Background: an optimization exercise with open tools, aiming at small area, a short achievable clock period and few clock cycles per item. Do not read the settings as production practice.
Function was checked by simulation only, so behaviour that the tests miss may differ from the original.

==> inputs of run E <==
==> flow/design.v (excerpt) <==
module main(
    input clk, rst, start,
    input [3:0] ip,
    output reg [59:0] ans,
    output reg finish
    );
==> module main, before the edit <==
module main(
    input clk, rst, start,
    input [3:0] ip,
    output reg [59:0] ans,
    output reg finish
    );
    function automatic ge4(input [3:0] x, input [3:0] y);
        reg r;
        integer j;
        begin
            r = 1'b1;
            for (j = 0; j < 4; j = j + 1)
                r = (x[j] ^ y[j]) ? x[j] : r;
            ge4 = r;
        end
    endfunction
    function automatic gek(input [6:0] x, input [6:0] k);
        reg r;
        integer j;
        begin
            r = 1'b1;
            for (j = 0; j < 7; j = j + 1)
                r = k[j] ? (x[j] & r) : (x[j] | r);
            gek = r;
        end
    endfunction
    reg [3:0]  d;       
    localparam [6:0] B = 7'd26;
    reg [6:0]  cnt;     
    reg        busy;    
    reg [47:0] s;       
    reg [11:0] v;       
    wire [11:0] keep, frz;
    genvar i;
    generate
        for (i = 0; i < 12; i = i + 1) begin : pos
            assign frz[i]  = gek(cnt, B + 90 + i);
            assign keep[i] = frz[i] | (v[i] & ge4(s[4*i+:4], d));
        end
    endgenerate
    wire [11:0] vn = {keep[10:0], 1'b1};
    wire [11:0] wr = vn & ~keep;
    wire rot  = busy & gek(cnt, B + 86);
    wire addx = gek(cnt, B + 89);
    wire [11:0] sel;
    generate
        for (i = 0; i < 12; i = i + 1) begin : sl
            assign sel[i] = cnt == B + 89 + i;
        end
    endgenerate
    reg  [3:0] ss;
    reg        sv;
    integer k;
    always @(*) begin
        ss = 4'd0;
        sv = 1'b0;
        for (k = 0; k < 12; k = k + 1) begin
            ss = ss | (s[4*k+:4] & {4{sel[k]}});
            sv = sv | (v[k] & sel[k]);
        end
    end
    wire [3:0] x = (sv & ge4(ss, d)) ? ss : (d & {4{addx}});
    wire [3:0] a = ans[59:56];
    wire [4:0] sd;
    wire [4:0] c;
    assign c[0] = 1'b0;
    genvar j;
    generate
        for (j = 0; j < 4; j = j + 1) begin : rc
            assign sd[j] = a[j] ^ x[j] ^ c[j];
            assign c[j+1] = (a[j] & x[j]) | (c[j] & (a[j] ^ x[j]));
        end
    endgenerate
    assign sd[4] = c[4];
    wire [3:0] h = sd[4:1];
    wire cout = h[3] | (h[2] & (h[1] | h[0]));
    wire [3:0] lo = {h[3] ? (h[0] ? 3'b100 : 3'b011) :
                     cout ? {1'b0, h[1] & h[0], h[1] & ~h[0]} : h[2:0], sd[0]};
    wire [13:0] en;
    assign en[0] = 1'b1;
    generate
        for (i = 0; i < 13; i = i + 1) begin : ch
            assign en[i+1] = en[i] & ans[4*i+3] & ans[4*i];
        end
    endgenerate
    wire [13:0] inc = {14{cout}} & en & {frz[10:0], 3'b111};
    wire [59:0] turned;
    assign turned[3:0] = lo;
    generate
        for (i = 1; i < 15; i = i + 1) begin : tn
            wire [3:0] q = ans[4*(i-1)+:4];
            wire t = inc[i-1];
            wire t0 = t & q[0];
            assign turned[4*i]   = q[0] ^ t;
            assign turned[4*i+1] = q[1] ^ (t0 & ~q[3]);
            assign turned[4*i+2] = q[2] ^ (t0 & q[1]);
            assign turned[4*i+3] = q[3] ^ (t0 & (q[3] | (q[2] & q[1])));
        end
    endgenerate
    always @(posedge clk) begin
        d <= ip;
        if (rst) ans <= 60'd0;
        else if (rot) ans <= turned;
        finish <= rst | (finish ? !start : (cnt == B + 7'd100));
        busy <= !rst & (busy ? (cnt != B + 7'd100) : (finish & start));
        cnt <= busy ? cnt + 7'd1 : B;
        v <= (cnt == B) ? 12'd0 : vn;
        for (k = 0; k < 12; k = k + 1)
            if (wr[k]) s[4*k+:4] <= d;
    end
endmodule
export LEC_CHECK = 0
export ABC_AREA = 1
export CAP_MARGIN = 20
export CORE_MARGIN = 2
export CORE_UTILIZATION = 40
export CTS_BUF_LIST = sky130_fd_sc_hd__clkbuf_8
export CTS_CLUSTER_DIAMETER = 100
export CTS_CLUSTER_SIZE = 30
export SLEW_MARGIN = 20
create_clock -name core_clock -period 25.0 [get_ports {clk}]
standard.sh (not shown) runs the stock make flow with config.mk's settings and CLKGATE_MAP_FILE= SYNTH_SCRIPT=/design/flow/synth_recipe.tcl, a recipe that flattens the netlist after the stock synthesis.
==> flow/flow/run.sh <==
#!/bin/bash
# The standard layout with three changes: plain buf_1 cells as the port
# buffers, the flip-flops that drive the outputs one size up, and the
# timing repair after global routing aimed at its worst path, past the
# 25 ns constraint.
set -euo pipefail
export BUFFER_PORTS_ARGS="-buffer_cell sky130_fd_sc_hd__buf_1"
export REMOVE_ABC_BUFFERS=1
export CTS_ARGS="-sink_clustering_enable -repair_clock_nets -sink_clustering_size 30 -sink_clustering_max_diameter 100 -buf_list sky130_fd_sc_hd__clkbuf_8 -root_buf sky130_fd_sc_hd__clkbuf_16 -dont_use_dummy_load"
export PRE_RESIZE_TCL="$PWD/flow/upsize_out.tcl"
bash standard.sh cts > standard_cts.log 2>&1
export SETUP_SLACK_MARGIN=19.1
export TNS_END_PERCENT=0
bash standard.sh > standard.log 2>&1
==> flow/flow/upsize_out.tcl <==
# Hook run before the resize step: the flip-flops that drive output ports
# through their port buffers get a stronger drive (same function, same cell
# type, larger size), to speed up the paths to the outputs.
set n 0
foreach p [get_ports *] {
  if {[get_property $p direction] != "output"} { continue }
  set net [get_nets [get_name $p]]
  foreach pin [get_pins -of_objects $net -filter "direction==output"] {
    set buf [get_cells -of_objects $pin]
    foreach in [get_pins -of_objects $buf -filter "direction==input"] {
      set n2 [get_nets -of_objects $in]
      foreach dp [get_pins -of_objects $n2 -filter "direction==output"] {
        set ff [get_cells -of_objects $dp]
        if {[get_property $ff ref_name] == "sky130_fd_sc_hd__dfxtp_1"} {
          replace_cell $ff sky130_fd_sc_hd__dfxtp_2
          incr n
        }
      }
    }
  }
}
puts "upsize_out: $n output flip-flops upsized"
==> run Y: changes against run E <==
--- a/flow/design.v
+++ b/flow/design.v
@@ -26,5 +26,4 @@
     endfunction
     reg [3:0]  d;       
-    localparam [6:0] B = 7'd26;
     reg [6:0]  cnt;     
     reg        busy;    
@@ -35,5 +34,5 @@
     generate
         for (i = 0; i < 12; i = i + 1) begin : pos
-            assign frz[i]  = gek(cnt, B + 90 + i);
+            assign frz[i]  = gek(cnt, 90 + i);
             assign keep[i] = frz[i] | (v[i] & ge4(s[4*i+:4], d));
         end
@@ -41,10 +40,10 @@
     wire [11:0] vn = {keep[10:0], 1'b1};
     wire [11:0] wr = vn & ~keep;
-    wire rot  = busy & gek(cnt, B + 86);
-    wire addx = gek(cnt, B + 89);
+    wire rot  = busy & gek(cnt, 86);
+    wire addx = gek(cnt, 89);
     wire [11:0] sel;
     generate
         for (i = 0; i < 12; i = i + 1) begin : sl
-            assign sel[i] = cnt == B + 89 + i;
+            assign sel[i] = cnt == 89 + i;
         end
     endgenerate
@@ -91,9 +90,8 @@
             wire [3:0] q = ans[4*(i-1)+:4];
             wire t = inc[i-1];
-            wire t0 = t & q[0];
             assign turned[4*i]   = q[0] ^ t;
-            assign turned[4*i+1] = q[1] ^ (t0 & ~q[3]);
-            assign turned[4*i+2] = q[2] ^ (t0 & q[1]);
-            assign turned[4*i+3] = q[3] ^ (t0 & (q[3] | (q[2] & q[1])));
+            assign turned[4*i+1] = (q[1] ^ (t & q[0])) & ~(t & q[3]);
+            assign turned[4*i+2] = q[2] ^ (t & q[1] & q[0]);
+            assign turned[4*i+3] = q[3] ^ (t & q[0] & (q[3] | (q[2] & q[1])));
         end
     endgenerate
@@ -102,8 +100,8 @@
         if (rst) ans <= 60'd0;
         else if (rot) ans <= turned;
-        finish <= rst | (finish ? !start : (cnt == B + 7'd100));
-        busy <= !rst & (busy ? (cnt != B + 7'd100) : (finish & start));
-        cnt <= busy ? cnt + 7'd1 : B;
-        v <= (cnt == B) ? 12'd0 : vn;
+        finish <= rst | (finish ? !start : (cnt == 7'd100));
+        busy <= !rst & (busy ? (cnt != 7'd100) : (finish & start));
+        cnt <= busy ? cnt + 7'd1 : 7'd0;
+        v <= (cnt == 7'd0) ? 12'd0 : vn;
         for (k = 0; k < 12; k = k + 1)
             if (wr[k]) s[4*k+:4] <= d;
==> flow/flow/run.sh (replaced) <==
#!/bin/bash
# Standard layout, with plain buffers on the ports.
set -euo pipefail
export BUFFER_PORTS_ARGS="-buffer_cell sky130_fd_sc_hd__buf_1"
bash standard.sh > standard.log 2>&1
Settings changed: ABC_AREA 1 to not set.
removed: flow/flow/upsize_out.tcl
==> impl_metrics.env <==
export IMPL_gr_usage_all_layers=0.213
export IMPL_cp_arrival_ps=7320
export IMPL_die_area_mm2=0.0179
export IMPL_criticalPathCategory="flip-flop to flip-flop"
export IMPL_status="finished clean"
export IMPL_ys_seq_area_frac=0.467
# the run above: run Y

==> impl_metrics.env <==
export IMPL_status="finished clean"
export IMPL_ys_seq_area_frac=0.472
export IMPL_criticalPathCategory="flip-flop to output port"
export IMPL_ir_worst_vdd_v=0.0000348
export IMPL_cp_arrival_ps=940
export IMPL_gr_usage_all_layers=0.188
export IMPL_finalSetupViolCount=0
export IMPL_top_layer="met4"
export IMPL_yosysTopAreaCellShare=0.255
# the run above: run E

Testbench counts of run E, summed over its fixed seeds: cycles 19,584, lines 192.
Testbench counts of run Y, summed over its fixed seeds: cycles 19,584, lines 192.

-- what the ideal ports hide --
No port has a modelled driver above. Below, the same layouts with a new extraction and two added sets of constraints.
Step 1 (the two cells are an assumption about what drives the block):
set clk [get_ports {clk}]
set_driving_cell -lib_cell sky130_fd_sc_hd__clkbuf_16 $clk
set_driving_cell -lib_cell sky130_fd_sc_hd__buf_2 [delete_from_list [all_inputs] $clk]
Step 2, shift: input delay + t, output delay - t, t = (earliest + latest rising clock arrival at the registers) / 2. This alone moves slack from input paths to output paths.
Slacks: ideal ports / drivers / drivers and shift; pairs: ideal ports / drivers.
run	t, ns	setup slack, ns	worst setup path after step 2	latest minus earliest clock arrival (ns)	worst slew at a driven data input, ns
run E	0.398	19.057 / 19.016 / 18.872	input to register	0.023 / 0.023	0.04
run Y	0.480	18.051 / 18.051 / 18.051	register to register	0.015 / 0.015	0.04
After both steps setup and hold are still met in every run listed. The setup slack of run E, which loses most, moves by -0.041 ns with the drivers and by -0.185 ns with both steps.
